What follows belongs to an exercise in optimizing a design on an open flow for small area; a production flow would make more cautious choices. Function was checked by simulation only, so behaviour that the tests miss may differ from the original. Power and IR drop assume default switching activity.

--- flow/design.v ---
module regmap #(
    parameter ADDR_W = 32,
    parameter DATA_W = 32,
    parameter STRB_W = DATA_W / 8
)(
    input clk,
    input rst,
    output [31:0] csr_sampl_num_val_out,
    output [15:0] csr_area0_start_val_out,
    output [15:0] csr_area1_start_val_out,
    output [15:0] csr_area2_start_val_out,
    output [15:0] csr_area0_end_val_out,
    output [15:0] csr_area1_end_val_out,
    output [15:0] csr_area2_end_val_out,
    output  csr_buf_ctrl_spec_req_out,
    output  csr_buf_ctrl_area_req_out,
    output [7:0] csr_acc_start_val_out,
    output [7:0] csr_acc_stop_val_out,
    output [15:0] csr_adc_th_val_out,
    output [2:0] csr_adc_filter_window_size_out,
    output  csr_adc_filter_bypass_out,
    output [3:0] csr_bline_ctrl_averagings_out,
    output  csr_bline_ctrl_auto_baseline_out,
    output [15:0] csr_bline_manual_val_out,
    output [15:0] csr_bline_acc_val_out,
    output [5:0] csr_bline_trend_delay_val_out,
    input csr_bline_actual_val_en,
    input [14:0] csr_bline_actual_val_in,
    output  csr_gate_ctrl_hysteresis_en_out,
    output  csr_gate_ctrl_pileup_reject_out,
    output [5:0] csr_gate_ctrl_pre_trigger_out,
    output  csr_dump_ctrl_enable_out,
    output [10:0] csr_dump_ctrl_samples_out,
    output [15:0] csr_pileup_acc_val_out,
    output [5:0] csr_pileup_trend_delay_val_out,
    input csr_pileup_actual_val_en,
    input  csr_pileup_actual_val_in,
    output  csr_pileup_cnt_ctrl_frame_rst_out,
    output  csr_pileup_cnt_ctrl_pileup_cnt_rst_out,
    input [31:0] csr_pileup_cnt_val_in,
    output [15:0] csr_count_th_0_val_out,
    input csr_count_val_0_val_en,
    input [31:0] csr_count_val_0_val_in,
    output [15:0] csr_count_th_1_val_out,
    input csr_count_val_1_val_en,
    input [31:0] csr_count_val_1_val_in,
    input [7:0] csr_ver_val_in,
    input [7:0] csr_sub_val_in,
    input [7:0] csr_rev_val_in,
    input  [ADDR_W-1:0] axil_awaddr,
    input  [2:0]        axil_awprot,
    input               axil_awvalid,
    output              axil_awready,
    input  [DATA_W-1:0] axil_wdata,
    input  [STRB_W-1:0] axil_wstrb,
    input               axil_wvalid,
    output              axil_wready,
    output [1:0]        axil_bresp,
    output              axil_bvalid,
    input               axil_bready,
    input  [ADDR_W-1:0] axil_araddr,
    input  [2:0]        axil_arprot,
    input               axil_arvalid,
    output              axil_arready,
    output [DATA_W-1:0] axil_rdata,
    output [1:0]        axil_rresp,
    output              axil_rvalid,
    input               axil_rready
);
reg        awflag, wflag, bvalid_q;
reg  [4:0] widx;
reg [31:0] sdat;
reg  [3:0] sstrb;
wire       wen = awflag & wflag;
assign axil_awready = ~awflag;
assign axil_wready  = ~wflag;
assign axil_bvalid  = bvalid_q;
assign axil_bresp   = 2'd0;
always @(posedge clk) begin
    awflag   <= ~rst & (awflag ? ~wflag : axil_awvalid);
    wflag    <= ~rst & (wflag ? ~awflag : axil_wvalid);
    bvalid_q <= ~rst & ~(bvalid_q & axil_bready) &
                (bvalid_q | (axil_wvalid & awflag) | (axil_awvalid & wflag) | wen);
    if (!awflag)
        widx <= (axil_awaddr[31:7] == 25'd0 && axil_awaddr[1:0] == 2'd0) ? axil_awaddr[6:2] : 5'h1f;
    if (!wflag) begin
        sdat  <= axil_wdata;
        sstrb <= axil_wstrb;
    end
end
wire [31:0] d_lo = sdat & {32{~rst}};
wire [31:0] d_hi = sdat | {32{rst}};
reg  [1:0] rstate;    
reg [31:0] rdata_q;
reg        rkeep;    
wire       r_idle = (rstate == 2'b00);
assign axil_arready = r_idle;
assign axil_rvalid  = (rstate == 2'b10);
assign axil_rdata   = rdata_q;
assign axil_rresp   = 2'd0;
always @(posedge clk) begin
    rstate[0] <= ~rst & ~rstate[1] & (rstate[0] | axil_arvalid);
    rstate[1] <= ~rst & (rstate[0] | (rstate[1] & ~axil_rready));
end
wire r_p1   = (rstate == 2'b01);
wire ra_lo = (axil_araddr[31:7] == 25'd0) && (axil_araddr[1:0] == 2'd0);
wire ra_hi = (axil_araddr[31:11] == 21'd0) && axil_araddr[10] && (axil_araddr[9:4] == 6'd0)
             && (axil_araddr[1:0] == 2'd0);
wire sampl_num_hit = wen && (widx == 5'd0);
wire [3:0] sampl_num_be = {4{rst}} | ({4{sampl_num_hit}} & sstrb[3:0]);
wire [31:0] sampl_num_rd;
reg  [31:0] sampl_num_val_q;
always @(posedge clk) begin
    if (sampl_num_be[0]) sampl_num_val_q[0] <= d_lo[0];
    if (sampl_num_be[0]) sampl_num_val_q[1] <= d_lo[1];
    if (sampl_num_be[0]) sampl_num_val_q[2] <= d_lo[2];
    if (sampl_num_be[0]) sampl_num_val_q[3] <= d_lo[3];
    if (sampl_num_be[0]) sampl_num_val_q[4] <= d_lo[4];
    if (sampl_num_be[0]) sampl_num_val_q[5] <= d_lo[5];
    if (sampl_num_be[0]) sampl_num_val_q[6] <= d_hi[6];
    if (sampl_num_be[0]) sampl_num_val_q[7] <= d_lo[7];
    if (sampl_num_be[1]) sampl_num_val_q[8] <= d_hi[8];
    if (sampl_num_be[1]) sampl_num_val_q[9] <= d_lo[9];
    if (sampl_num_be[1]) sampl_num_val_q[10] <= d_lo[10];
    if (sampl_num_be[1]) sampl_num_val_q[11] <= d_hi[11];
    if (sampl_num_be[1]) sampl_num_val_q[12] <= d_hi[12];
    if (sampl_num_be[1]) sampl_num_val_q[13] <= d_lo[13];
    if (sampl_num_be[1]) sampl_num_val_q[14] <= d_hi[14];
    if (sampl_num_be[1]) sampl_num_val_q[15] <= d_lo[15];
    if (sampl_num_be[2]) sampl_num_val_q[16] <= d_hi[16];
    if (sampl_num_be[2]) sampl_num_val_q[17] <= d_hi[17];
    if (sampl_num_be[2]) sampl_num_val_q[18] <= d_lo[18];
    if (sampl_num_be[2]) sampl_num_val_q[19] <= d_lo[19];
    if (sampl_num_be[2]) sampl_num_val_q[20] <= d_hi[20];
    if (sampl_num_be[2]) sampl_num_val_q[21] <= d_hi[21];
    if (sampl_num_be[2]) sampl_num_val_q[22] <= d_hi[22];
    if (sampl_num_be[2]) sampl_num_val_q[23] <= d_lo[23];
    if (sampl_num_be[3]) sampl_num_val_q[24] <= d_hi[24];
    if (sampl_num_be[3]) sampl_num_val_q[25] <= d_hi[25];
    if (sampl_num_be[3]) sampl_num_val_q[26] <= d_hi[26];
    if (sampl_num_be[3]) sampl_num_val_q[27] <= d_lo[27];
    if (sampl_num_be[3]) sampl_num_val_q[28] <= d_lo[28];
    if (sampl_num_be[3]) sampl_num_val_q[29] <= d_lo[29];
    if (sampl_num_be[3]) sampl_num_val_q[30] <= d_lo[30];
    if (sampl_num_be[3]) sampl_num_val_q[31] <= d_lo[31];
end
assign csr_sampl_num_val_out = sampl_num_val_q;
assign sampl_num_rd[31:0] = sampl_num_val_q;
wire area0_start_hit = wen && (widx == 5'd1);
wire [1:0] area0_start_be = {2{rst}} | ({2{area0_start_hit}} & sstrb[1:0]);
wire [31:0] area0_start_rd;
reg  [15:0] area0_start_val_q;
always @(posedge clk) begin
    if (area0_start_be[0]) area0_start_val_q[0] <= d_lo[0];
    if (area0_start_be[0]) area0_start_val_q[1] <= d_lo[1];
    if (area0_start_be[0]) area0_start_val_q[2] <= d_lo[2];
    if (area0_start_be[0]) area0_start_val_q[3] <= d_lo[3];
    if (area0_start_be[0]) area0_start_val_q[4] <= d_lo[4];
    if (area0_start_be[0]) area0_start_val_q[5] <= d_lo[5];
    if (area0_start_be[0]) area0_start_val_q[6] <= d_lo[6];
    if (area0_start_be[0]) area0_start_val_q[7] <= d_lo[7];
    if (area0_start_be[1]) area0_start_val_q[8] <= d_lo[8];
    if (area0_start_be[1]) area0_start_val_q[9] <= d_lo[9];
    if (area0_start_be[1]) area0_start_val_q[10] <= d_lo[10];
    if (area0_start_be[1]) area0_start_val_q[11] <= d_lo[11];
    if (area0_start_be[1]) area0_start_val_q[12] <= d_lo[12];
    if (area0_start_be[1]) area0_start_val_q[13] <= d_lo[13];
    if (area0_start_be[1]) area0_start_val_q[14] <= d_lo[14];
    if (area0_start_be[1]) area0_start_val_q[15] <= d_lo[15];
end
assign csr_area0_start_val_out = area0_start_val_q;
assign area0_start_rd[15:0] = area0_start_val_q;
assign area0_start_rd[31:16] = 16'd0;
wire area1_start_hit = wen && (widx == 5'd2);
wire [1:0] area1_start_be = {2{rst}} | ({2{area1_start_hit}} & sstrb[1:0]);
wire [31:0] area1_start_rd;
reg  [15:0] area1_start_val_q;
always @(posedge clk) begin
    if (area1_start_be[0]) area1_start_val_q[0] <= d_lo[0];
    if (area1_start_be[0]) area1_start_val_q[1] <= d_lo[1];
    if (area1_start_be[0]) area1_start_val_q[2] <= d_lo[2];
    if (area1_start_be[0]) area1_start_val_q[3] <= d_lo[3];
    if (area1_start_be[0]) area1_start_val_q[4] <= d_lo[4];
    if (area1_start_be[0]) area1_start_val_q[5] <= d_lo[5];
    if (area1_start_be[0]) area1_start_val_q[6] <= d_lo[6];
    if (area1_start_be[0]) area1_start_val_q[7] <= d_lo[7];
    if (area1_start_be[1]) area1_start_val_q[8] <= d_lo[8];
    if (area1_start_be[1]) area1_start_val_q[9] <= d_lo[9];
    if (area1_start_be[1]) area1_start_val_q[10] <= d_lo[10];
    if (area1_start_be[1]) area1_start_val_q[11] <= d_lo[11];
    if (area1_start_be[1]) area1_start_val_q[12] <= d_lo[12];
    if (area1_start_be[1]) area1_start_val_q[13] <= d_lo[13];
    if (area1_start_be[1]) area1_start_val_q[14] <= d_lo[14];
    if (area1_start_be[1]) area1_start_val_q[15] <= d_lo[15];
end
assign csr_area1_start_val_out = area1_start_val_q;
assign area1_start_rd[15:0] = area1_start_val_q;
assign area1_start_rd[31:16] = 16'd0;
wire area2_start_hit = wen && (widx == 5'd3);
wire [1:0] area2_start_be = {2{rst}} | ({2{area2_start_hit}} & sstrb[1:0]);
wire [31:0] area2_start_rd;
reg  [15:0] area2_start_val_q;
always @(posedge clk) begin
    if (area2_start_be[0]) area2_start_val_q[0] <= d_lo[0];
    if (area2_start_be[0]) area2_start_val_q[1] <= d_lo[1];
    if (area2_start_be[0]) area2_start_val_q[2] <= d_lo[2];
    if (area2_start_be[0]) area2_start_val_q[3] <= d_lo[3];
    if (area2_start_be[0]) area2_start_val_q[4] <= d_lo[4];
    if (area2_start_be[0]) area2_start_val_q[5] <= d_lo[5];
    if (area2_start_be[0]) area2_start_val_q[6] <= d_lo[6];
    if (area2_start_be[0]) area2_start_val_q[7] <= d_lo[7];
    if (area2_start_be[1]) area2_start_val_q[8] <= d_lo[8];
    if (area2_start_be[1]) area2_start_val_q[9] <= d_lo[9];
    if (area2_start_be[1]) area2_start_val_q[10] <= d_lo[10];
    if (area2_start_be[1]) area2_start_val_q[11] <= d_lo[11];
    if (area2_start_be[1]) area2_start_val_q[12] <= d_lo[12];
    if (area2_start_be[1]) area2_start_val_q[13] <= d_lo[13];
    if (area2_start_be[1]) area2_start_val_q[14] <= d_lo[14];
    if (area2_start_be[1]) area2_start_val_q[15] <= d_lo[15];
end
assign csr_area2_start_val_out = area2_start_val_q;
assign area2_start_rd[15:0] = area2_start_val_q;
assign area2_start_rd[31:16] = 16'd0;
wire area0_end_hit = wen && (widx == 5'd4);
wire [1:0] area0_end_be = {2{rst}} | ({2{area0_end_hit}} & sstrb[1:0]);
wire [31:0] area0_end_rd;
reg  [15:0] area0_end_val_q;
always @(posedge clk) begin
    if (area0_end_be[0]) area0_end_val_q[0] <= d_hi[0];
    if (area0_end_be[0]) area0_end_val_q[1] <= d_hi[1];
    if (area0_end_be[0]) area0_end_val_q[2] <= d_hi[2];
    if (area0_end_be[0]) area0_end_val_q[3] <= d_hi[3];
    if (area0_end_be[0]) area0_end_val_q[4] <= d_hi[4];
    if (area0_end_be[0]) area0_end_val_q[5] <= d_hi[5];
    if (area0_end_be[0]) area0_end_val_q[6] <= d_hi[6];
    if (area0_end_be[0]) area0_end_val_q[7] <= d_hi[7];
    if (area0_end_be[1]) area0_end_val_q[8] <= d_hi[8];
    if (area0_end_be[1]) area0_end_val_q[9] <= d_hi[9];
    if (area0_end_be[1]) area0_end_val_q[10] <= d_lo[10];
    if (area0_end_be[1]) area0_end_val_q[11] <= d_lo[11];
    if (area0_end_be[1]) area0_end_val_q[12] <= d_lo[12];
    if (area0_end_be[1]) area0_end_val_q[13] <= d_lo[13];
    if (area0_end_be[1]) area0_end_val_q[14] <= d_lo[14];
    if (area0_end_be[1]) area0_end_val_q[15] <= d_lo[15];
end
assign csr_area0_end_val_out = area0_end_val_q;
assign area0_end_rd[15:0] = area0_end_val_q;
assign area0_end_rd[31:16] = 16'd0;
wire area1_end_hit = wen && (widx == 5'd5);
wire [1:0] area1_end_be = {2{rst}} | ({2{area1_end_hit}} & sstrb[1:0]);
wire [31:0] area1_end_rd;
reg  [15:0] area1_end_val_q;
always @(posedge clk) begin
    if (area1_end_be[0]) area1_end_val_q[0] <= d_lo[0];
    if (area1_end_be[0]) area1_end_val_q[1] <= d_lo[1];
    if (area1_end_be[0]) area1_end_val_q[2] <= d_lo[2];
    if (area1_end_be[0]) area1_end_val_q[3] <= d_lo[3];
    if (area1_end_be[0]) area1_end_val_q[4] <= d_lo[4];
    if (area1_end_be[0]) area1_end_val_q[5] <= d_lo[5];
    if (area1_end_be[0]) area1_end_val_q[6] <= d_lo[6];
    if (area1_end_be[0]) area1_end_val_q[7] <= d_lo[7];
    if (area1_end_be[1]) area1_end_val_q[8] <= d_lo[8];
    if (area1_end_be[1]) area1_end_val_q[9] <= d_lo[9];
    if (area1_end_be[1]) area1_end_val_q[10] <= d_lo[10];
    if (area1_end_be[1]) area1_end_val_q[11] <= d_lo[11];
    if (area1_end_be[1]) area1_end_val_q[12] <= d_lo[12];
    if (area1_end_be[1]) area1_end_val_q[13] <= d_lo[13];
    if (area1_end_be[1]) area1_end_val_q[14] <= d_lo[14];
    if (area1_end_be[1]) area1_end_val_q[15] <= d_lo[15];
end
assign csr_area1_end_val_out = area1_end_val_q;
assign area1_end_rd[15:0] = area1_end_val_q;
assign area1_end_rd[31:16] = 16'd0;
wire area2_end_hit = wen && (widx == 5'd6);
wire [1:0] area2_end_be = {2{rst}} | ({2{area2_end_hit}} & sstrb[1:0]);
wire [31:0] area2_end_rd;
reg  [15:0] area2_end_val_q;
always @(posedge clk) begin
    if (area2_end_be[0]) area2_end_val_q[0] <= d_lo[0];
    if (area2_end_be[0]) area2_end_val_q[1] <= d_lo[1];
    if (area2_end_be[0]) area2_end_val_q[2] <= d_lo[2];
    if (area2_end_be[0]) area2_end_val_q[3] <= d_lo[3];
    if (area2_end_be[0]) area2_end_val_q[4] <= d_lo[4];
    if (area2_end_be[0]) area2_end_val_q[5] <= d_lo[5];
    if (area2_end_be[0]) area2_end_val_q[6] <= d_lo[6];
    if (area2_end_be[0]) area2_end_val_q[7] <= d_lo[7];
    if (area2_end_be[1]) area2_end_val_q[8] <= d_lo[8];
    if (area2_end_be[1]) area2_end_val_q[9] <= d_lo[9];
    if (area2_end_be[1]) area2_end_val_q[10] <= d_lo[10];
    if (area2_end_be[1]) area2_end_val_q[11] <= d_lo[11];
    if (area2_end_be[1]) area2_end_val_q[12] <= d_lo[12];
    if (area2_end_be[1]) area2_end_val_q[13] <= d_lo[13];
    if (area2_end_be[1]) area2_end_val_q[14] <= d_lo[14];
    if (area2_end_be[1]) area2_end_val_q[15] <= d_lo[15];
end
assign csr_area2_end_val_out = area2_end_val_q;
assign area2_end_rd[15:0] = area2_end_val_q;
assign area2_end_rd[31:16] = 16'd0;
wire buf_ctrl_hit = wen && (widx == 5'd7);
wire [0:0] buf_ctrl_be = {1{rst}} | ({1{buf_ctrl_hit}} & sstrb[0:0]);
reg  [0:0] buf_ctrl_spec_req_q;
always @(posedge clk) begin
    if (buf_ctrl_be[0]) buf_ctrl_spec_req_q[0] <= d_lo[0];
end
assign csr_buf_ctrl_spec_req_out = buf_ctrl_spec_req_q;
reg  [0:0] buf_ctrl_area_req_q;
always @(posedge clk) begin
    if (buf_ctrl_be[0]) buf_ctrl_area_req_q[0] <= d_lo[1];
end
assign csr_buf_ctrl_area_req_out = buf_ctrl_area_req_q;
wire acc_start_hit = wen && (widx == 5'd8);
wire [0:0] acc_start_be = {1{rst}} | ({1{acc_start_hit}} & sstrb[0:0]);
wire [31:0] acc_start_rd;
reg  [7:0] acc_start_val_q;
always @(posedge clk) begin
    if (acc_start_be[0]) acc_start_val_q[0] <= d_lo[0];
    if (acc_start_be[0]) acc_start_val_q[1] <= d_lo[1];
    if (acc_start_be[0]) acc_start_val_q[2] <= d_lo[2];
    if (acc_start_be[0]) acc_start_val_q[3] <= d_lo[3];
    if (acc_start_be[0]) acc_start_val_q[4] <= d_lo[4];
    if (acc_start_be[0]) acc_start_val_q[5] <= d_lo[5];
    if (acc_start_be[0]) acc_start_val_q[6] <= d_lo[6];
    if (acc_start_be[0]) acc_start_val_q[7] <= d_lo[7];
end
assign csr_acc_start_val_out = acc_start_val_q;
assign acc_start_rd[7:0] = acc_start_val_q;
assign acc_start_rd[31:8] = 24'd0;
wire acc_stop_hit = wen && (widx == 5'd9);
wire [0:0] acc_stop_be = {1{rst}} | ({1{acc_stop_hit}} & sstrb[0:0]);
wire [31:0] acc_stop_rd;
reg  [7:0] acc_stop_val_q;
always @(posedge clk) begin
    if (acc_stop_be[0]) acc_stop_val_q[0] <= d_lo[0];
    if (acc_stop_be[0]) acc_stop_val_q[1] <= d_lo[1];
    if (acc_stop_be[0]) acc_stop_val_q[2] <= d_lo[2];
    if (acc_stop_be[0]) acc_stop_val_q[3] <= d_lo[3];
    if (acc_stop_be[0]) acc_stop_val_q[4] <= d_lo[4];
    if (acc_stop_be[0]) acc_stop_val_q[5] <= d_lo[5];
    if (acc_stop_be[0]) acc_stop_val_q[6] <= d_lo[6];
    if (acc_stop_be[0]) acc_stop_val_q[7] <= d_hi[7];
end
assign csr_acc_stop_val_out = acc_stop_val_q;
assign acc_stop_rd[7:0] = acc_stop_val_q;
assign acc_stop_rd[31:8] = 24'd0;
wire adc_th_hit = wen && (widx == 5'd10);
wire [1:0] adc_th_be = {2{rst}} | ({2{adc_th_hit}} & sstrb[1:0]);
wire [31:0] adc_th_rd;
reg  [15:0] adc_th_val_q;
always @(posedge clk) begin
    if (adc_th_be[0]) adc_th_val_q[0] <= d_lo[0];
    if (adc_th_be[0]) adc_th_val_q[1] <= d_hi[1];
    if (adc_th_be[0]) adc_th_val_q[2] <= d_lo[2];
    if (adc_th_be[0]) adc_th_val_q[3] <= d_hi[3];
    if (adc_th_be[0]) adc_th_val_q[4] <= d_hi[4];
    if (adc_th_be[0]) adc_th_val_q[5] <= d_hi[5];
    if (adc_th_be[0]) adc_th_val_q[6] <= d_hi[6];
    if (adc_th_be[0]) adc_th_val_q[7] <= d_hi[7];
    if (adc_th_be[1]) adc_th_val_q[8] <= d_lo[8];
    if (adc_th_be[1]) adc_th_val_q[9] <= d_lo[9];
    if (adc_th_be[1]) adc_th_val_q[10] <= d_lo[10];
    if (adc_th_be[1]) adc_th_val_q[11] <= d_lo[11];
    if (adc_th_be[1]) adc_th_val_q[12] <= d_lo[12];
    if (adc_th_be[1]) adc_th_val_q[13] <= d_lo[13];
    if (adc_th_be[1]) adc_th_val_q[14] <= d_lo[14];
    if (adc_th_be[1]) adc_th_val_q[15] <= d_lo[15];
end
assign csr_adc_th_val_out = adc_th_val_q;
assign adc_th_rd[15:0] = adc_th_val_q;
assign adc_th_rd[31:16] = 16'd0;
wire adc_filter_hit = wen && (widx == 5'd11);
wire [0:0] adc_filter_be = {1{rst}} | ({1{adc_filter_hit}} & sstrb[0:0]);
wire [31:0] adc_filter_rd;
reg  [2:0] adc_filter_window_size_q;
always @(posedge clk) begin
    if (adc_filter_be[0]) adc_filter_window_size_q[0] <= d_lo[0];
    if (adc_filter_be[0]) adc_filter_window_size_q[1] <= d_hi[1];
    if (adc_filter_be[0]) adc_filter_window_size_q[2] <= d_lo[2];
end
assign csr_adc_filter_window_size_out = adc_filter_window_size_q;
assign adc_filter_rd[2:0] = adc_filter_window_size_q;
reg  [0:0] adc_filter_bypass_q;
always @(posedge clk) begin
    if (adc_filter_be[0]) adc_filter_bypass_q[0] <= d_hi[7];
end
assign csr_adc_filter_bypass_out = adc_filter_bypass_q;
assign adc_filter_rd[7:7] = adc_filter_bypass_q;
assign adc_filter_rd[6:3] = 4'd0;
assign adc_filter_rd[31:8] = 24'd0;
wire bline_ctrl_hit = wen && (widx == 5'd12);
wire [0:0] bline_ctrl_be = {1{rst}} | ({1{bline_ctrl_hit}} & sstrb[0:0]);
wire [31:0] bline_ctrl_rd;
reg  [3:0] bline_ctrl_averagings_q;
always @(posedge clk) begin
    if (bline_ctrl_be[0]) bline_ctrl_averagings_q[0] <= d_lo[0];
    if (bline_ctrl_be[0]) bline_ctrl_averagings_q[1] <= d_hi[1];
    if (bline_ctrl_be[0]) bline_ctrl_averagings_q[2] <= d_hi[2];
    if (bline_ctrl_be[0]) bline_ctrl_averagings_q[3] <= d_lo[3];
end
assign csr_bline_ctrl_averagings_out = bline_ctrl_averagings_q;
assign bline_ctrl_rd[3:0] = bline_ctrl_averagings_q;
reg  [0:0] bline_ctrl_auto_baseline_q;
always @(posedge clk) begin
    if (bline_ctrl_be[0]) bline_ctrl_auto_baseline_q[0] <= d_lo[7];
end
assign csr_bline_ctrl_auto_baseline_out = bline_ctrl_auto_baseline_q;
assign bline_ctrl_rd[7:7] = bline_ctrl_auto_baseline_q;
assign bline_ctrl_rd[6:4] = 3'd0;
assign bline_ctrl_rd[31:8] = 24'd0;
wire bline_manual_hit = wen && (widx == 5'd13);
wire [1:0] bline_manual_be = {2{rst}} | ({2{bline_manual_hit}} & sstrb[1:0]);
wire [31:0] bline_manual_rd;
reg  [15:0] bline_manual_val_q;
always @(posedge clk) begin
    if (bline_manual_be[0]) bline_manual_val_q[0] <= d_lo[0];
    if (bline_manual_be[0]) bline_manual_val_q[1] <= d_lo[1];
    if (bline_manual_be[0]) bline_manual_val_q[2] <= d_lo[2];
    if (bline_manual_be[0]) bline_manual_val_q[3] <= d_lo[3];
    if (bline_manual_be[0]) bline_manual_val_q[4] <= d_lo[4];
    if (bline_manual_be[0]) bline_manual_val_q[5] <= d_lo[5];
    if (bline_manual_be[0]) bline_manual_val_q[6] <= d_lo[6];
    if (bline_manual_be[0]) bline_manual_val_q[7] <= d_lo[7];
    if (bline_manual_be[1]) bline_manual_val_q[8] <= d_lo[8];
    if (bline_manual_be[1]) bline_manual_val_q[9] <= d_lo[9];
    if (bline_manual_be[1]) bline_manual_val_q[10] <= d_lo[10];
    if (bline_manual_be[1]) bline_manual_val_q[11] <= d_lo[11];
    if (bline_manual_be[1]) bline_manual_val_q[12] <= d_lo[12];
    if (bline_manual_be[1]) bline_manual_val_q[13] <= d_lo[13];
    if (bline_manual_be[1]) bline_manual_val_q[14] <= d_lo[14];
    if (bline_manual_be[1]) bline_manual_val_q[15] <= d_lo[15];
end
assign csr_bline_manual_val_out = bline_manual_val_q;
assign bline_manual_rd[15:0] = bline_manual_val_q;
assign bline_manual_rd[31:16] = 16'd0;
wire bline_acc_hit = wen && (widx == 5'd14);
wire [1:0] bline_acc_be = {2{rst}} | ({2{bline_acc_hit}} & sstrb[1:0]);
wire [31:0] bline_acc_rd;
reg  [15:0] bline_acc_val_q;
always @(posedge clk) begin
    if (bline_acc_be[0]) bline_acc_val_q[0] <= d_lo[0];
    if (bline_acc_be[0]) bline_acc_val_q[1] <= d_lo[1];
    if (bline_acc_be[0]) bline_acc_val_q[2] <= d_hi[2];
    if (bline_acc_be[0]) bline_acc_val_q[3] <= d_lo[3];
    if (bline_acc_be[0]) bline_acc_val_q[4] <= d_hi[4];
    if (bline_acc_be[0]) bline_acc_val_q[5] <= d_lo[5];
    if (bline_acc_be[0]) bline_acc_val_q[6] <= d_lo[6];
    if (bline_acc_be[0]) bline_acc_val_q[7] <= d_lo[7];
    if (bline_acc_be[1]) bline_acc_val_q[8] <= d_lo[8];
    if (bline_acc_be[1]) bline_acc_val_q[9] <= d_lo[9];
    if (bline_acc_be[1]) bline_acc_val_q[10] <= d_lo[10];
    if (bline_acc_be[1]) bline_acc_val_q[11] <= d_lo[11];
    if (bline_acc_be[1]) bline_acc_val_q[12] <= d_lo[12];
    if (bline_acc_be[1]) bline_acc_val_q[13] <= d_lo[13];
    if (bline_acc_be[1]) bline_acc_val_q[14] <= d_lo[14];
    if (bline_acc_be[1]) bline_acc_val_q[15] <= d_lo[15];
end
assign csr_bline_acc_val_out = bline_acc_val_q;
assign bline_acc_rd[15:0] = bline_acc_val_q;
assign bline_acc_rd[31:16] = 16'd0;
wire bline_trend_delay_hit = wen && (widx == 5'd15);
wire [0:0] bline_trend_delay_be = {1{rst}} | ({1{bline_trend_delay_hit}} & sstrb[0:0]);
wire [31:0] bline_trend_delay_rd;
reg  [5:0] bline_trend_delay_val_q;
always @(posedge clk) begin
    if (bline_trend_delay_be[0]) bline_trend_delay_val_q[0] <= d_hi[0];
    if (bline_trend_delay_be[0]) bline_trend_delay_val_q[1] <= d_hi[1];
    if (bline_trend_delay_be[0]) bline_trend_delay_val_q[2] <= d_hi[2];
    if (bline_trend_delay_be[0]) bline_trend_delay_val_q[3] <= d_hi[3];
    if (bline_trend_delay_be[0]) bline_trend_delay_val_q[4] <= d_lo[4];
    if (bline_trend_delay_be[0]) bline_trend_delay_val_q[5] <= d_lo[5];
end
assign csr_bline_trend_delay_val_out = bline_trend_delay_val_q;
assign bline_trend_delay_rd[5:0] = bline_trend_delay_val_q;
assign bline_trend_delay_rd[31:6] = 26'd0;
wire [31:0] bline_actual_rd;
reg  [14:0] bline_actual_val_q;
reg bline_actual_val_q_v;
always @(posedge clk) begin
    if (csr_bline_actual_val_en) bline_actual_val_q <= csr_bline_actual_val_in;
    bline_actual_val_q_v <= ~rst & (bline_actual_val_q_v | csr_bline_actual_val_en);
end
assign bline_actual_rd[14:0] = bline_actual_val_q & {15{bline_actual_val_q_v}};
assign bline_actual_rd[31:15] = 17'd0;
wire gate_ctrl_hit = wen && (widx == 5'd17);
wire [0:0] gate_ctrl_be = {1{rst}} | ({1{gate_ctrl_hit}} & sstrb[0:0]);
wire [31:0] gate_ctrl_rd;
reg  [0:0] gate_ctrl_hysteresis_en_q;
always @(posedge clk) begin
    if (gate_ctrl_be[0]) gate_ctrl_hysteresis_en_q[0] <= d_lo[0];
end
assign csr_gate_ctrl_hysteresis_en_out = gate_ctrl_hysteresis_en_q;
assign gate_ctrl_rd[0:0] = gate_ctrl_hysteresis_en_q;
reg  [0:0] gate_ctrl_pileup_reject_q;
always @(posedge clk) begin
    if (gate_ctrl_be[0]) gate_ctrl_pileup_reject_q[0] <= d_lo[1];
end
assign csr_gate_ctrl_pileup_reject_out = gate_ctrl_pileup_reject_q;
assign gate_ctrl_rd[1:1] = gate_ctrl_pileup_reject_q;
reg  [5:0] gate_ctrl_pre_trigger_q;
always @(posedge clk) begin
    if (gate_ctrl_be[0]) gate_ctrl_pre_trigger_q[0] <= d_lo[2];
    if (gate_ctrl_be[0]) gate_ctrl_pre_trigger_q[1] <= d_lo[3];
    if (gate_ctrl_be[0]) gate_ctrl_pre_trigger_q[2] <= d_lo[4];
    if (gate_ctrl_be[0]) gate_ctrl_pre_trigger_q[3] <= d_lo[5];
    if (gate_ctrl_be[0]) gate_ctrl_pre_trigger_q[4] <= d_lo[6];
    if (gate_ctrl_be[0]) gate_ctrl_pre_trigger_q[5] <= d_lo[7];
end
assign csr_gate_ctrl_pre_trigger_out = gate_ctrl_pre_trigger_q;
assign gate_ctrl_rd[7:2] = gate_ctrl_pre_trigger_q;
assign gate_ctrl_rd[31:8] = 24'd0;
wire dump_ctrl_hit = wen && (widx == 5'd18);
wire [1:0] dump_ctrl_be = {2{rst}} | ({2{dump_ctrl_hit}} & sstrb[1:0]);
wire [31:0] dump_ctrl_rd;
reg dump_ctrl_enable_q;
always @(posedge clk) dump_ctrl_enable_q <= ~rst & dump_ctrl_hit & sstrb[0] & sdat[0];
assign csr_dump_ctrl_enable_out = dump_ctrl_enable_q;
reg  [10:0] dump_ctrl_samples_q;
always @(posedge clk) begin
    if (dump_ctrl_be[0]) dump_ctrl_samples_q[0] <= d_lo[1];
    if (dump_ctrl_be[0]) dump_ctrl_samples_q[1] <= d_lo[2];
    if (dump_ctrl_be[0]) dump_ctrl_samples_q[2] <= d_lo[3];
    if (dump_ctrl_be[0]) dump_ctrl_samples_q[3] <= d_lo[4];
    if (dump_ctrl_be[0]) dump_ctrl_samples_q[4] <= d_lo[5];
    if (dump_ctrl_be[0]) dump_ctrl_samples_q[5] <= d_lo[6];
    if (dump_ctrl_be[0]) dump_ctrl_samples_q[6] <= d_lo[7];
    if (dump_ctrl_be[1]) dump_ctrl_samples_q[7] <= d_lo[8];
    if (dump_ctrl_be[1]) dump_ctrl_samples_q[8] <= d_lo[9];
    if (dump_ctrl_be[1]) dump_ctrl_samples_q[9] <= d_lo[10];
    if (dump_ctrl_be[1]) dump_ctrl_samples_q[10] <= d_lo[11];
end
assign csr_dump_ctrl_samples_out = dump_ctrl_samples_q;
assign dump_ctrl_rd[11:1] = dump_ctrl_samples_q;
assign dump_ctrl_rd[0:0] = 1'd0;
assign dump_ctrl_rd[31:12] = 20'd0;
wire pileup_acc_hit = wen && (widx == 5'd19);
wire [1:0] pileup_acc_be = {2{rst}} | ({2{pileup_acc_hit}} & sstrb[1:0]);
wire [31:0] pileup_acc_rd;
reg  [15:0] pileup_acc_val_q;
always @(posedge clk) begin
    if (pileup_acc_be[0]) pileup_acc_val_q[0] <= d_lo[0];
    if (pileup_acc_be[0]) pileup_acc_val_q[1] <= d_lo[1];
    if (pileup_acc_be[0]) pileup_acc_val_q[2] <= d_hi[2];
    if (pileup_acc_be[0]) pileup_acc_val_q[3] <= d_lo[3];
    if (pileup_acc_be[0]) pileup_acc_val_q[4] <= d_hi[4];
    if (pileup_acc_be[0]) pileup_acc_val_q[5] <= d_lo[5];
    if (pileup_acc_be[0]) pileup_acc_val_q[6] <= d_lo[6];
    if (pileup_acc_be[0]) pileup_acc_val_q[7] <= d_lo[7];
    if (pileup_acc_be[1]) pileup_acc_val_q[8] <= d_lo[8];
    if (pileup_acc_be[1]) pileup_acc_val_q[9] <= d_lo[9];
    if (pileup_acc_be[1]) pileup_acc_val_q[10] <= d_lo[10];
    if (pileup_acc_be[1]) pileup_acc_val_q[11] <= d_lo[11];
    if (pileup_acc_be[1]) pileup_acc_val_q[12] <= d_lo[12];
    if (pileup_acc_be[1]) pileup_acc_val_q[13] <= d_lo[13];
    if (pileup_acc_be[1]) pileup_acc_val_q[14] <= d_lo[14];
    if (pileup_acc_be[1]) pileup_acc_val_q[15] <= d_lo[15];
end
assign csr_pileup_acc_val_out = pileup_acc_val_q;
assign pileup_acc_rd[15:0] = pileup_acc_val_q;
assign pileup_acc_rd[31:16] = 16'd0;
wire pileup_trend_delay_hit = wen && (widx == 5'd20);
wire [0:0] pileup_trend_delay_be = {1{rst}} | ({1{pileup_trend_delay_hit}} & sstrb[0:0]);
wire [31:0] pileup_trend_delay_rd;
reg  [5:0] pileup_trend_delay_val_q;
always @(posedge clk) begin
    if (pileup_trend_delay_be[0]) pileup_trend_delay_val_q[0] <= d_lo[0];
    if (pileup_trend_delay_be[0]) pileup_trend_delay_val_q[1] <= d_lo[1];
    if (pileup_trend_delay_be[0]) pileup_trend_delay_val_q[2] <= d_lo[2];
    if (pileup_trend_delay_be[0]) pileup_trend_delay_val_q[3] <= d_lo[3];
    if (pileup_trend_delay_be[0]) pileup_trend_delay_val_q[4] <= d_lo[4];
    if (pileup_trend_delay_be[0]) pileup_trend_delay_val_q[5] <= d_lo[5];
end
assign csr_pileup_trend_delay_val_out = pileup_trend_delay_val_q;
assign pileup_trend_delay_rd[5:0] = pileup_trend_delay_val_q;
assign pileup_trend_delay_rd[31:6] = 26'd0;
wire [31:0] pileup_actual_rd;
reg  [0:0] pileup_actual_val_q;
reg pileup_actual_val_q_v;
always @(posedge clk) begin
    if (csr_pileup_actual_val_en) pileup_actual_val_q <= csr_pileup_actual_val_in;
    pileup_actual_val_q_v <= ~rst & (pileup_actual_val_q_v | csr_pileup_actual_val_en);
end
assign pileup_actual_rd[0:0] = pileup_actual_val_q & {1{pileup_actual_val_q_v}};
assign pileup_actual_rd[31:1] = 31'd0;
wire pileup_cnt_ctrl_hit = wen && (widx == 5'd22);
wire [0:0] pileup_cnt_ctrl_be = {1{rst}} | ({1{pileup_cnt_ctrl_hit}} & sstrb[0:0]);
wire [31:0] pileup_cnt_ctrl_rd;
reg  [0:0] pileup_cnt_ctrl_frame_rst_q;
always @(posedge clk) begin
    if (pileup_cnt_ctrl_be[0]) pileup_cnt_ctrl_frame_rst_q[0] <= d_lo[0];
end
assign csr_pileup_cnt_ctrl_frame_rst_out = pileup_cnt_ctrl_frame_rst_q;
assign pileup_cnt_ctrl_rd[0:0] = pileup_cnt_ctrl_frame_rst_q;
reg pileup_cnt_ctrl_pileup_cnt_rst_q;
always @(posedge clk) pileup_cnt_ctrl_pileup_cnt_rst_q <= ~rst & pileup_cnt_ctrl_hit & sstrb[0] & sdat[1];
assign csr_pileup_cnt_ctrl_pileup_cnt_rst_out = pileup_cnt_ctrl_pileup_cnt_rst_q;
assign pileup_cnt_ctrl_rd[31:1] = 31'd0;
wire count_th_0_hit = wen && (widx == 5'd24);
wire [1:0] count_th_0_be = {2{rst}} | ({2{count_th_0_hit}} & sstrb[1:0]);
wire [31:0] count_th_0_rd;
reg  [15:0] count_th_0_val_q;
always @(posedge clk) begin
    if (count_th_0_be[0]) count_th_0_val_q[0] <= d_lo[0];
    if (count_th_0_be[0]) count_th_0_val_q[1] <= d_hi[1];
    if (count_th_0_be[0]) count_th_0_val_q[2] <= d_lo[2];
    if (count_th_0_be[0]) count_th_0_val_q[3] <= d_hi[3];
    if (count_th_0_be[0]) count_th_0_val_q[4] <= d_hi[4];
    if (count_th_0_be[0]) count_th_0_val_q[5] <= d_hi[5];
    if (count_th_0_be[0]) count_th_0_val_q[6] <= d_hi[6];
    if (count_th_0_be[0]) count_th_0_val_q[7] <= d_hi[7];
    if (count_th_0_be[1]) count_th_0_val_q[8] <= d_lo[8];
    if (count_th_0_be[1]) count_th_0_val_q[9] <= d_lo[9];
    if (count_th_0_be[1]) count_th_0_val_q[10] <= d_lo[10];
    if (count_th_0_be[1]) count_th_0_val_q[11] <= d_lo[11];
    if (count_th_0_be[1]) count_th_0_val_q[12] <= d_lo[12];
    if (count_th_0_be[1]) count_th_0_val_q[13] <= d_lo[13];
    if (count_th_0_be[1]) count_th_0_val_q[14] <= d_lo[14];
    if (count_th_0_be[1]) count_th_0_val_q[15] <= d_lo[15];
end
assign csr_count_th_0_val_out = count_th_0_val_q;
assign count_th_0_rd[15:0] = count_th_0_val_q;
assign count_th_0_rd[31:16] = 16'd0;
wire [31:0] count_val_0_rd;
reg  [31:0] count_val_0_val_q;
reg count_val_0_val_q_v;
always @(posedge clk) begin
    if (csr_count_val_0_val_en) count_val_0_val_q <= csr_count_val_0_val_in;
    count_val_0_val_q_v <= ~rst & (count_val_0_val_q_v | csr_count_val_0_val_en);
end
assign count_val_0_rd[31:0] = count_val_0_val_q & {32{count_val_0_val_q_v}};
wire count_th_1_hit = wen && (widx == 5'd26);
wire [1:0] count_th_1_be = {2{rst}} | ({2{count_th_1_hit}} & sstrb[1:0]);
wire [31:0] count_th_1_rd;
reg  [15:0] count_th_1_val_q;
always @(posedge clk) begin
    if (count_th_1_be[0]) count_th_1_val_q[0] <= d_lo[0];
    if (count_th_1_be[0]) count_th_1_val_q[1] <= d_lo[1];
    if (count_th_1_be[0]) count_th_1_val_q[2] <= d_hi[2];
    if (count_th_1_be[0]) count_th_1_val_q[3] <= d_lo[3];
    if (count_th_1_be[0]) count_th_1_val_q[4] <= d_hi[4];
    if (count_th_1_be[0]) count_th_1_val_q[5] <= d_hi[5];
    if (count_th_1_be[0]) count_th_1_val_q[6] <= d_hi[6];
    if (count_th_1_be[0]) count_th_1_val_q[7] <= d_hi[7];
    if (count_th_1_be[1]) count_th_1_val_q[8] <= d_hi[8];
    if (count_th_1_be[1]) count_th_1_val_q[9] <= d_lo[9];
    if (count_th_1_be[1]) count_th_1_val_q[10] <= d_lo[10];
    if (count_th_1_be[1]) count_th_1_val_q[11] <= d_lo[11];
    if (count_th_1_be[1]) count_th_1_val_q[12] <= d_lo[12];
    if (count_th_1_be[1]) count_th_1_val_q[13] <= d_lo[13];
    if (count_th_1_be[1]) count_th_1_val_q[14] <= d_lo[14];
    if (count_th_1_be[1]) count_th_1_val_q[15] <= d_lo[15];
end
assign csr_count_th_1_val_out = count_th_1_val_q;
assign count_th_1_rd[15:0] = count_th_1_val_q;
assign count_th_1_rd[31:16] = 16'd0;
wire [31:0] count_val_1_rd;
reg  [31:0] count_val_1_val_q;
reg count_val_1_val_q_v;
always @(posedge clk) begin
    if (csr_count_val_1_val_en) count_val_1_val_q <= csr_count_val_1_val_in;
    count_val_1_val_q_v <= ~rst & (count_val_1_val_q_v | csr_count_val_1_val_en);
end
assign count_val_1_rd[31:0] = count_val_1_val_q & {32{count_val_1_val_q_v}};
wire [31:0] rq =
    ({32{rdata_q[4:0] == 5'd0}} & sampl_num_rd)  |
    ({32{rdata_q[4:0] == 5'd1}} & area0_start_rd)  |
    ({32{rdata_q[4:0] == 5'd2}} & area1_start_rd)  |
    ({32{rdata_q[4:0] == 5'd3}} & area2_start_rd)  |
    ({32{rdata_q[4:0] == 5'd4}} & area0_end_rd)  |
    ({32{rdata_q[4:0] == 5'd5}} & area1_end_rd)  |
    ({32{rdata_q[4:0] == 5'd6}} & area2_end_rd)  |
    ({32{rdata_q[4:0] == 5'd8}} & acc_start_rd)  |
    ({32{rdata_q[4:0] == 5'd9}} & acc_stop_rd)  |
    ({32{rdata_q[4:0] == 5'd10}} & adc_th_rd)  |
    ({32{rdata_q[4:0] == 5'd11}} & adc_filter_rd)  |
    ({32{rdata_q[4:0] == 5'd12}} & bline_ctrl_rd)  |
    ({32{rdata_q[4:0] == 5'd13}} & bline_manual_rd)  |
    ({32{rdata_q[4:0] == 5'd14}} & bline_acc_rd)  |
    ({32{rdata_q[4:0] == 5'd15}} & bline_trend_delay_rd)  |
    ({32{rdata_q[4:0] == 5'd16}} & bline_actual_rd)  |
    ({32{rdata_q[4:0] == 5'd17}} & gate_ctrl_rd)  |
    ({32{rdata_q[4:0] == 5'd18}} & dump_ctrl_rd)  |
    ({32{rdata_q[4:0] == 5'd19}} & pileup_acc_rd)  |
    ({32{rdata_q[4:0] == 5'd20}} & pileup_trend_delay_rd)  |
    ({32{rdata_q[4:0] == 5'd21}} & pileup_actual_rd)  |
    ({32{rdata_q[4:0] == 5'd22}} & pileup_cnt_ctrl_rd)  |
    ({32{rdata_q[4:0] == 5'd24}} & count_th_0_rd)  |
    ({32{rdata_q[4:0] == 5'd25}} & count_val_0_rd)  |
    ({32{rdata_q[4:0] == 5'd26}} & count_th_1_rd)  |
    ({32{rdata_q[4:0] == 5'd27}} & count_val_1_rd);
wire ra_idx = ra_lo && (axil_araddr[6:2] == 5'd0 || axil_araddr[6:2] == 5'd1 || axil_araddr[6:2] == 5'd2 || axil_araddr[6:2] == 5'd3 || axil_araddr[6:2] == 5'd4 || axil_araddr[6:2] == 5'd5 || axil_araddr[6:2] == 5'd6 || axil_araddr[6:2] == 5'd8 || axil_araddr[6:2] == 5'd9 || axil_araddr[6:2] == 5'd10 || axil_araddr[6:2] == 5'd11 || axil_araddr[6:2] == 5'd12 || axil_araddr[6:2] == 5'd13 || axil_araddr[6:2] == 5'd14 || axil_araddr[6:2] == 5'd15 || axil_araddr[6:2] == 5'd16 || axil_araddr[6:2] == 5'd17 || axil_araddr[6:2] == 5'd18 || axil_araddr[6:2] == 5'd19 || axil_araddr[6:2] == 5'd20 || axil_araddr[6:2] == 5'd21 || axil_araddr[6:2] == 5'd22 || axil_araddr[6:2] == 5'd24 || axil_araddr[6:2] == 5'd25 || axil_araddr[6:2] == 5'd26 || axil_araddr[6:2] == 5'd27);
wire [31:0] ra_word =
    ({32{(ra_lo && axil_araddr[6:2] == 5'd23)}} & csr_pileup_cnt_val_in)  |
    ({32{(ra_hi && axil_araddr[3:2] == 2'd0)}} & {{24{1'b0}}, csr_ver_val_in})  |
    ({32{(ra_hi && axil_araddr[3:2] == 2'd1)}} & {{24{1'b0}}, csr_sub_val_in})  |
    ({32{(ra_hi && axil_araddr[3:2] == 2'd2)}} & {{24{1'b0}}, csr_rev_val_in})  |
    {27'd0, {5{ra_idx}} & axil_araddr[6:2]};
always @(posedge clk) begin
    if (r_idle) begin
        rdata_q <= ra_word;
        rkeep   <= ~ra_idx;
    end else if (r_p1 && !rkeep) begin
        rdata_q <= rq;
    end
end
endmodule
--- flow/flow/run.sh ---
#!/bin/bash
# Layout flow: the standard ORFS flow (standard.sh) with these changes:
#  - after the standard synthesis, the combinational logic between the (unchanged)
#    flip-flops is re-mapped by ABC for area; the result must be proven equivalent
#    to the standard netlist, else the standard netlist is kept;
#  - synthesis buffers are removed before global placement (as the timing-driven mode does);
#  - port buffers are sky130_fd_sc_hd__buf_1 instead of the default buffer_ports choice;
#  - CTS uses clkbuf_8 with its own sink clustering, and no dummy loads.
set -euo pipefail
W=$PWD
F=$W/flow
export PRE_GLOBAL_PLACE_TCL="$F/pre_gpl.tcl"
export BUFFER_PORTS_ARGS="-buffer_cell sky130_fd_sc_hd__buf_1"
export CTS_ARGS="-sink_clustering_enable -repair_clock_nets -dont_use_dummy_load -buf_list sky130_fd_sc_hd__clkbuf_8 -sink_clustering_size 15 -sink_clustering_max_diameter 50"

bash standard.sh synth > standard_synth.log 2>&1

R=$W/orfs/results/${FLOW_PLATFORM}/regmap/base
LIB=$(ls $FLOW_HOME/platforms/${FLOW_PLATFORM}/lib/sky130_fd_sc_hd__tt_025C_1v80.lib)
mkdir -p $W/resynth
cp $R/1_2_yosys.v $W/resynth/standard.v
yosys -q -p "read_liberty -ignore_miss_func $LIB; write_verilog -noattr $W/resynth/allcells.v" > yosys_cells.log 2>&1
python3 $F/combcells.py $W/resynth/allcells.v $W/resynth/combcells.v
DONT_USE=$(grep -o -- "-dont_use [A-Za-z0-9_]*" $W/orfs/logs/${FLOW_PLATFORM}/regmap/base/1_2_yosys.log | sort -u | tr '\n' ' ')
export LIB_FILE=$LIB DESIGN_NAME=$FLOW_TOP RS_IN=$W/resynth/standard.v RS_OUT=$W/resynth/area.v \
       RS_COMB=$W/resynth/combcells.v RS_CELLS=$W/resynth/allcells.v RS_ABC=$F/area.abc RS_DONT_USE="$DONT_USE"
if yosys -c $F/resynth.tcl > yosys_resynth.log 2>&1 && yosys -c $F/equiv.tcl > yosys_equiv.log 2>&1; then
  cp $W/resynth/area.v $R/1_2_yosys.v
  echo "re-mapped netlist used" > resynth_result.log
else
  echo "re-mapping failed or not proven: standard netlist kept" > resynth_result.log
fi
rm -f $R/1_synth.odb $R/1_synth.sdc
bash standard.sh > standard_flow.log 2>&1
--- flow/flow/area.abc ---
strash
&get -n
&deepsyn -T 30
&dch -f
&nf -R 1000
&put
topo
--- flow/flow/combcells.py ---
#!/usr/bin/env python3
"""Keep only the combinational cell models of a Yosys-written liberty model file."""
import re, sys
s = open(sys.argv[1]).read()
out = []
for body in re.findall(r'module\s+\S+\s*\(.*?endmodule', s, re.S):
    if re.search(r'\breg\b|always|\$_DFF|\$_DLATCH|\$_SR', body) or 'assign' not in body:
        continue
    out.append(body)
open(sys.argv[2], 'w').write("\n".join(out) + "\n")
--- flow/flow/equiv.tcl ---
# Prove the re-mapped netlist equivalent to the standard one (registers paired by name).
yosys -import
read_verilog $::env(RS_CELLS)
read_verilog $::env(RS_IN); yosys rename $::env(DESIGN_NAME) gold
read_verilog $::env(RS_OUT); yosys rename $::env(DESIGN_NAME) gate
hierarchy -check
yosys rename -hide gold/w:_* gold/c:_* gate/w:_* gate/c:_*
flatten gold gate
yosys proc; yosys opt_clean
equiv_make gold gate equiv
hierarchy -top equiv
equiv_simple
equiv_induct
equiv_status -assert
--- flow/flow/pre_gpl.tcl ---
remove_buffers
--- flow/flow/resynth.tcl ---
# Re-map the combinational logic of the standard synthesis netlist for area.
yosys -import
# The flip-flop cells (and so the registers, their names and cell types) are kept
# as they are: they stay black boxes while ABC re-maps the logic between them.
read_liberty -lib $::env(LIB_FILE)
read_verilog $::env(RS_IN)
hierarchy -top $::env(DESIGN_NAME)
techmap -map $::env(RS_COMB)
techmap
opt -fast -purge
abc -script $::env(RS_ABC) -liberty $::env(LIB_FILE) {*}$::env(RS_DONT_USE)
opt_clean -purge
hilomap -singleton -hicell sky130_fd_sc_hd__conb_1 HI -locell sky130_fd_sc_hd__conb_1 LO
insbuf -buf sky130_fd_sc_hd__buf_4 A X
splitnets
opt_clean -purge
write_verilog -noattr -noexpr -nohex -nodec $::env(RS_OUT)
--- flow/standard.sh ---
#!/bin/bash
# synth_recipe.tcl (not shown) runs the flow's synth.tcl, then flattens the netlist and writes it again
# the make line also repeats each setting of config.mk as NAME=value (left out here)
make -C /OpenROAD-flow-scripts/flow DESIGN_CONFIG=/design/flow/config.mk WORK_HOME=/design/flow/orfs CLKGATE_MAP_FILE= SYNTH_SCRIPT=/design/flow/synth_recipe.tcl "${@:-finish}"
--- flow/config.mk ---
export PLATFORM = sky130hd
export DESIGN_NAME = regmap
export DESIGN_NICKNAME = regmap
export VERILOG_FILES = /design/flow/design.v
export SDC_FILE = /design/flow/constraint.sdc
export NUM_CORES = 4
export LEC_CHECK = 0
export CAP_MARGIN = 20
export CORE_MARGIN = 2
export CORE_UTILIZATION = 75
export GPL_TIMING_DRIVEN = 0
export SLEW_MARGIN = 20
--- flow/constraint.sdc ---
create_clock -name core_clock -period 5.0 [get_ports {clk}]
set_input_delay 1.0000 -clock core_clock [delete_from_list [all_inputs] [get_ports {clk}]]
set_output_delay 1.0000 -clock core_clock [all_outputs]
set_load 0.01 [all_outputs]
==> impl_metrics.toml, run 1 <==
[die]
die_w_um = 153
rows = 54
start_util = 0.765
die_h_um = 153

[run_status]
status = "aborted with a tool error"
stop_stage = "I/O pin placement (3_2_place_iop)"
firstError = "[ERROR PPL-0024] Number of IO pins (579) exceeds maximum number of available positions (548). Increase the die perimeter from 612.82um to 787.44um."

[synthesis]
netlist_area_um2 = 16700
ys_warn_count = 1
postSynthAreaPerCell_um2 = 17.3
synth_cells = 965
==> run 2, diff against run 1 <==
--- a/flow/config.mk
+++ b/flow/config.mk
@@ -7,6 +7,6 @@
 export LEC_CHECK = 0
-export CAP_MARGIN = 20
+export CAP_MARGIN = 10
 export CORE_MARGIN = 2
-export CORE_UTILIZATION = 75
+export CORE_UTILIZATION = 60
 export GPL_TIMING_DRIVEN = 0
-export SLEW_MARGIN = 20
+export SLEW_MARGIN = 10
==> impl_metrics.toml, run 2 <==
[timing]
tightestPinTransition_ns = 1.25
fin_crit_ns = 4.26
max_freq_ghz = 0.235
hold_violations = 0
rsz0062_at_grt = "no"
setup_viol = 0
clock_skew_ns = 0.0497
min_period_over_period = 0.852
holdWs_ns = 0.470
maxSlewHeadroom = 0.159
finalSetupTns_ns = 0
slew_viol_final = 0
setup_ws_ns = 0.742

[power]
p_per_area_nw_per_um2 = 368
pwr-share-comb = 0.134
power_frac_clock = 0.250
cellLeakagePower_nw = 6.74
swShare = 0.269
pwr-share-seq = 0.616
ir_worst_vdd_mv = 0.266
p_sw_w = 0.00201
p_int_w = 0.00546

[detailed_routing]
vias = 13202
drcViolationCount = 0
wl_per_cell_um = 32.8
drt_pass1_iterations = 9
first_iter_violations = 2341
vias_per_cell = 6.66
ant_nets = 0
routed_wl_mm = 64.9

[place]
detailed_place_hpwl_mm = 47.5
post-place-ws_ns = 1.05
numPortBuffers = 568
place_congestion = 0.985

[cells_and_area]
area_growth_pct = 21.8
finalNetCount = 1847
final_cell_mix = "564 x buf_1, 437 x edfxtp_1, 72 x a222oi_1"
final_common_cell = "buf_1"
drive_above_1_share = 0.0609

[global_route]
grt_pass1_vias = 12184
antenna_found_initial = 12
grt_pass1_wl_mm = 86.2
grt_use_total = 0.433
overflow = 0
grt_max_degree = 43

[synthesis]
netlist_area_um2 = 16700
postSynthAreaPerCell_um2 = 17.3
ys_warn_count = 1
synth_cells = 965

[die]
die-area_um2 = 29200
coreArea_um2 = 27600
die_w_um = 171
die_h_um = 171
start_util = 0.604
io_pins = 579
rows = 61

[clock_tree]
cts_buffer_depth = 3
tritoncts = "built"
cts_sinks = 448
cts-buffers-inserted = 40
cts_root_buf = "clkbuf_8"
worst_skew_pair.late_latency_ns = 0.59
cts_setup_buffers = 0
clk_pin_slew_worst_paths_ns = 0.09
h-tree-depth = 2
postCtsResizedCells = 0
cts_hold_buf = 0

[hold_path]
hold_path.class = "flip-flop to flip-flop"
holdPathEnd = "bvalid_q"
hold_depth = 1
min-delay-start = "bvalid_q"

[critical_path]
r2r-start = "rstate[0]"
cp-end-kind = "output pin"
path_class = "flip-flop to output pin"
r2r_slack_ns = 1.08
cp.arrival_ns = 3.26
r2r_cells = 6
crit_required_ns = 4.00
crit_fanout = 17
rr_endpoint = "rdata_q[1]"
start_kind = "flip-flop"

[run_status]
status = "no timing/DRC/antenna violations"

[flow_run]
maxCapViolCount = 0
## run 2: cell type report
type / instances / area, um^2
Antenna cell: 11 / 27.5
Clock buffer: 40 / 551
Fill cell: 1915 / 7290
Inverter: 7 / 27.5
Multi-Input combinational cell: 503 / 3360
Sequential cell: 448 / 13300
Tap cell: 378 / 473
Timing Repair Buffer: 594 / 2560
## run 2: worst max-delay path, cell delays in order, from the launching register on
cell,delay (ns)
dfxtp_1,0.44
or2_0,0.86
clkinv_1,1.05
buf_1,0.34
## run 2: stage by stage
stage	instance area [um^2]	util	cells	power [W]
after floorplan	16700	-	968	0.00506
after detailed placement	19700	0.715	1930	0.00565
after global routing	20300	0.736	1979	0.00764
after global placement	19200	0.696	1904	0.00558
after CTS	20300	0.735	1970	0.00740
final	20300	0.736	1981	0.00748
## run 2: worst max path at each step
| stage | slack (ns) | endpoint | start |
|---|---|---|---|
| final | 0.74 | axil_arready | rstate[0] |
| after global routing | 0.65 | axil_arready | rstate[0] |
| after CTS | 0.81 | axil_arready | rstate[0] |
| after detailed placement | 1.05 | rdata_q[31] | axil_araddr[0] |
| after global placement | -0.86 | dump_ctrl_enable_q | rst |
| after floorplan | 1.52 | rdata_q[18] | axil_araddr[16] |
## run 2: power by group through the flow
stage	Sequential (W)	Combinational [W]	Clock (W)
floorplan	0.00473	0.000337	0
global placement	0.00468	0.000901	0
detailed placement	0.00468	0.000965	0
CTS	0.00460	0.000970	0.00183
global route	0.00463	0.00104	0.00198
finish	0.00461	0.00100	0.00187
## run 2: layer usage
metal | track usage | wire, um | vias to the layer above
met5 | 0 | 27 | -
met4 | 0.255 | 4190 | 4
met3 | 0.139 | 10000 | 248
met2 | 0.651 | 29300 | 1310
met1 | 0.558 | 21400 | 6362
li1 | - | - | 5278
==> run 3, diff against run 2 <==
--- a/flow/flow/run.sh
+++ b/flow/flow/run.sh
@@ -13,3 +13,3 @@
 export BUFFER_PORTS_ARGS="-buffer_cell sky130_fd_sc_hd__buf_1"
-export CTS_ARGS="-sink_clustering_enable -repair_clock_nets -dont_use_dummy_load -buf_list sky130_fd_sc_hd__clkbuf_8 -sink_clustering_size 15 -sink_clustering_max_diameter 50"
+export CTS_ARGS="-sink_clustering_enable -repair_clock_nets -dont_use_dummy_load -buf_list sky130_fd_sc_hd__clkbuf_8 -sink_clustering_size 18 -sink_clustering_max_diameter 45"
 
--- a/flow/config.mk
+++ b/flow/config.mk
@@ -7,3 +7,3 @@
 export LEC_CHECK = 0
-export CAP_MARGIN = 10
+export CAP_MARGIN = 20
 export CORE_MARGIN = 2
@@ -11,2 +11,2 @@
 export GPL_TIMING_DRIVEN = 0
-export SLEW_MARGIN = 10
+export SLEW_MARGIN = 20
==> impl_metrics.toml, run 3 <==
[clock_tree]
cts-buffers-inserted = 40
postCtsResizedCells = 0
h-tree-depth = 2
cts_setup_buffers = 0
cts_root_buf = "clkbuf_8"
worst_skew_pair.late_latency_ns = 0.59
tritoncts = "built"
cts_buffer_depth = 3
cts_sinks = 448
clk_pin_slew_worst_paths_ns = 0.10
cts_hold_buf = 0

[flow_run]
maxCapViolCount = 0

[critical_path]
r2r-start = "rstate[0]"
path_class = "flip-flop to output pin"
crit_fanout = 17
rr_endpoint = "rdata_q[1]"
crit_required_ns = 4.00
crit_chain = "or2_0 -> clkinv_1 -> buf_1"
r2r_cells = 6
cpPeakStageDelay_ns = 1.06
cp_top_family = "buffers and inverters"
critPathBufInv = 2
cp-end-kind = "output pin"
cp.arrival_ns = 3.27
r2r_slack_ns = 0.99
cpMaxStageDelayCell = "clkinv_1"
start_kind = "flip-flop"

[cells_and_area]
fin_util = 0.731
drive_above_1_share = 0.0563
final_cell_mix = "564 x buf_1, 437 x edfxtp_1, 72 x a222oi_1"
multiInputGateArea_um2 = 3410
area_growth_pct = 21.0
nFillCells = 1926
finalNetCount = 1837
final_common_cell = "buf_1"
regArea_um2 = 13300

[power]
finalPower_w = 0.00746
cellLeakagePower_nw = 6.66
ir_worst_vdd_mv = 0.256
p_per_area_nw_per_um2 = 369

[detailed_routing]
vias_per_cell = 6.69
drcViolationCount = 0
ant_nets = 0
drt_pass1_iterations = 7
routed_wl_mm = 64.8
first_iter_violations = 2230
vias = 13159
wl_per_cell_um = 33.0

[timing]
clock_skew_ns = 0.0509
max_freq_ghz = 0.234
hold_violations = 0
min_period_over_period = 0.854
setup_viol = 0
tightestPinTransition_ns = 1.20
rsz0062_at_grt = "no"
slew_viol_final = 0
setup_ws_ns = 0.730
fin_crit_ns = 4.27
maxSlewHeadroom = 0.193

[synthesis]
synth_cells = 965
netlist_area_um2 = 16700
ys_warn_count = 1
postSynthAreaPerCell_um2 = 17.3

[die]
start_util = 0.604
die-area_um2 = 29200
die_w_um = 171
coreArea_um2 = 27600
io_pins = 579
rows = 61
die_h_um = 171

[hold_path]
hold_path.class = "flip-flop to flip-flop"
hold_depth = 2
holdPathEnd = "rdata_q[27]"
min-delay-start = "count_val_0_val_q[27]"

[global_route]
grt_use_total = 0.431
overflow = 0
grt_max_degree = 43
grt_pass1_wl_mm = 86.2
grt_pass1_vias = 12157
antenna_found_initial = 7

[run_status]
status = "no timing/DRC/antenna violations"

[place]
post-place-ws_ns = 1.08
place_congestion = 0.985
detailed_place_hpwl_mm = 46.5
numPortBuffers = 568
==> run 3: worst register-to-register path, cell delays in order (launching register included) <==
cell and delay (ns):
dfxtp_1 0.44, or2_0 0.87, clkinv_1 1.07, a221oi_1 0.51
nand4_1 0.14, nor3_1 0.62, a21oi_1 0.09
==> run 3: layout make-up <==
| class | count | share of cell area |
|---|---|---|
| flip-flops and latches | 448 | 0.661 |
| multi-input cells | 503 | 0.169 |
| repair buffers | 584 | 0.118 |
| clock buffers | 40 | 0.0273 |
| well taps | 378 | 0.0234 |
| inverters | 7 | 0.00136 |
| diodes | 7 | 0.000867 |
==> run 3: report_power, final <==
part / internal (W) / leakage (nW) / switching, W / total (W)
sequential: 0.00445 / 4.43 / 0.000159 / 0.00461
combinational: 0.000281 / 1.94 / 0.000711 / 0.000992
clock: 0.000718 / 0.288 / 0.00114 / 0.00186
total: 0.00545 / 6.66 / 0.00201 / 0.00746
==> run 3: how the worst max path moves through the flow <==
stage,from,endpoint,slack [ns],cells past startpoint
finish,rstate[0],axil_arready,0.73,3
global placement,rst,dump_ctrl_enable_q,-0.86,3
floorplan,axil_araddr[16],rdata_q[18],1.52,8
CTS,rstate[0],axil_arready,0.82,3
detailed placement,axil_araddr[0],rdata_q[18],1.08,10
global route,rstate[0],axil_arready,0.68,3
==> run 3: layer usage <==
metal | vias to the layer above | GRT usage | part of all wire
li1 | 5258 | - | -
met1 | 6369 | 0.547 | 0.33
met2 | 1280 | 0.666 | 0.46
met3 | 250 | 0.138 | 0.15
met4 | 2 | 0.240 | 0.063
met5 | - | 0 | 0.00017
==> run 3: through the flow <==
step           setup TNS [ns]  std cells  instance area (um^2)  hold WS [ns]
2_1_floorplan               0        968                 16700         0.426
3_3_place_gp           -87.87       1904                 19200         0.443
3_5_place_dp                0       1920                 19600         0.460
4_1_cts                     0       1960                 20200         0.472
5_1_grt                     0       1965                 20200         0.499
6_report                    0       1967                 20200         0.469
==> run 4, diff against run 3 <==
--- a/flow/flow/run.sh
+++ b/flow/flow/run.sh
@@ -13,3 +13,3 @@
 export BUFFER_PORTS_ARGS="-buffer_cell sky130_fd_sc_hd__buf_1"
-export CTS_ARGS="-sink_clustering_enable -repair_clock_nets -dont_use_dummy_load -buf_list sky130_fd_sc_hd__clkbuf_8 -sink_clustering_size 18 -sink_clustering_max_diameter 45"
+export CTS_ARGS="-sink_clustering_enable -repair_clock_nets -dont_use_dummy_load -buf_list sky130_fd_sc_hd__clkbuf_8 -sink_clustering_size 20 -sink_clustering_max_diameter 50"
 
==> impl_metrics.toml, run 4 <==
[critical_path]
start_kind = "flip-flop"
cpPeakStageDelay_ns = 1.04
cp.arrival_ns = 3.25
critPathBufInv = 2
cp-end-kind = "output pin"
cpMaxStageDelayCell = "clkinv_1"
cp_top_family = "buffers and inverters"
crit_required_ns = 4.00
path_class = "flip-flop to output pin"
r2r_slack_ns = 0.95
crit_chain = "or2_0 -> clkinv_1 -> buf_1"
crit_fanout = 17

[clock_tree]
postCtsResizedCells = 0
h-tree-depth = 2
clk_pin_slew_worst_paths_ns = 0.08
cts_sinks = 448
tritoncts = "built"
cts_buffer_depth = 3
cts_setup_buffers = 0
cts_root_buf = "clkbuf_8"
worst_skew_pair.late_latency_ns = 0.61
cts-buffers-inserted = 37
cts_hold_buf = 0

[place]
detailed_place_hpwl_mm = 46.5
numPortBuffers = 568
place_congestion = 0.985
post-place-ws_ns = 1.08

[run_status]
status = "no timing/DRC/antenna violations"

[hold_path]
hold_path.class = "flip-flop to flip-flop"

[global_route]
antenna_found_initial = 8
grt_use_total = 0.430
overflow = 0
grt_pass1_wl_mm = 85.9
grt_pass1_vias = 12033
grt_max_degree = 43

[detailed_routing]
vias = 13122
drt_pass1_iterations = 8
wl_per_cell_um = 32.8
vias_per_cell = 6.67
drcViolationCount = 0
routed_wl_mm = 64.5
ant_nets = 0
drt-met1-wl_mm = 21.1
topRoutingLayerUsed = "met5"
first_iter_violations = 2278
dr_wl_met3_mm = 9.79
wl_met2_mm = 29.7

[cells_and_area]
final_common_cell = "buf_1"
finalNetCount = 1834
drive_above_1_share = 0.0545
area_growth_pct = 20.8
final_cell_mix = "564 x buf_1, 437 x edfxtp_1, 72 x a222oi_1"

[power]
cellLeakagePower_nw = 6.64
finalPower_w = 0.00740
ir_worst_vdd_mv = 0.248
p_per_area_nw_per_um2 = 367

[timing]
tightestPinTransition_ns = 1.21
setup_viol = 0
hold_violations = 0
max_freq_ghz = 0.235
fin_crit_ns = 4.25
min_period_over_period = 0.851
setup_ws_ns = 0.747
finalSetupTns_ns = 0
clock_skew_ns = 0.0918
rsz0062_at_grt = "no"
slew_viol_final = 0
maxSlewHeadroom = 0.188

[die]
die_w_um = 171
coreArea_um2 = 27600
die-area_um2 = 29200
start_util = 0.604
rows = 61
io_pins = 579
die_h_um = 171

[synthesis]
postSynthAreaPerCell_um2 = 17.3
netlist_area_um2 = 16700
ys_warn_count = 1
synth_cells = 965

[flow_run]
maxCapViolCount = 0
## run 4: stage by stage
stage | cell area [um^2] | hold slack (ns) | instances | utilization
after CTS | 20100 | 0.472 | 1957 | 0.729
final | 20200 | 0.474 | 1966 | 0.730
after global placement | 19200 | 0.443 | 1904 | 0.696
after detailed placement | 19600 | 0.460 | 1920 | 0.710
after floorplan | 16700 | 0.426 | 968 | -
after global routing | 20200 | 0.506 | 1963 | 0.730
## run 4: final timing paths
kind,startpoint,endpoint,cells past startpoint
worst max-delay path,rstate[0],axil_arready,3
worst min-delay path,bvalid_q,bvalid_q,1
worst max register to register,rstate[0],rdata_q[1],6
worst min register to register,bvalid_q,bvalid_q,1
## run 4: power breakdown
part	switching, W	total (W)	internal, W
logic	0.000712	0.000993	0.000281
clock network	0.00113	0.00179	0.000666
registers	0.000159	0.00461	0.00445
## run 4: layout make-up
| cell class | count | area [um^2] |
|---|---|---|
| Tap cell | 378 | 473 |
| Inverter | 7 | 27.5 |
| Sequential cell | 448 | 13300 |
| Antenna cell | 9 | 22.5 |
| Fill cell | 1904 | 7470 |
| Timing Repair Buffer | 584 | 2370 |
| Multi-Input combinational cell | 503 | 3410 |
| Clock buffer | 37 | 509 |
## run 4: layer usage
metal	vias to the layer above	global-route usage
met4	2	0.215
met5	-	0
met2	1256	0.674
met3	249	0.115
met1	6345	0.562
li1	5270	-

==> static timing again, ports no longer ideal <==
In the flow no input, the clock included, has a driving cell. The finished layouts below were timed again as built, in two steps.
Step 1, drivers: a clkbuf_16 drives clk and a buf_2 each remaining input, both assumed.
Step 2 adds t to the input delays and takes it off the output delays; t is the mean of the earliest and latest rising clock arrival at the registers after step 1. Input paths then give back, and output paths get back, about the clock's delay inside the block.
Slacks: ideal ports / drivers / drivers and shift; pairs: ideal ports / drivers.
run | t, ns | setup WS [ns] | slew at the worst register clock pin (ns) | worst slew at a driven data input, ns
run 2 | 0.619 | 0.742 / 0.691 / 0.952 | 0.10 / 0.10 | 0.18
run 3 | 0.616 | 0.730 / 0.676 / 0.977 | 0.11 / 0.11 | 0.18
run 4 | 0.612 | 0.747 / 0.697 / 0.937 | 0.12 / 0.12 | 0.18
After both steps setup and hold are still met in every run listed.
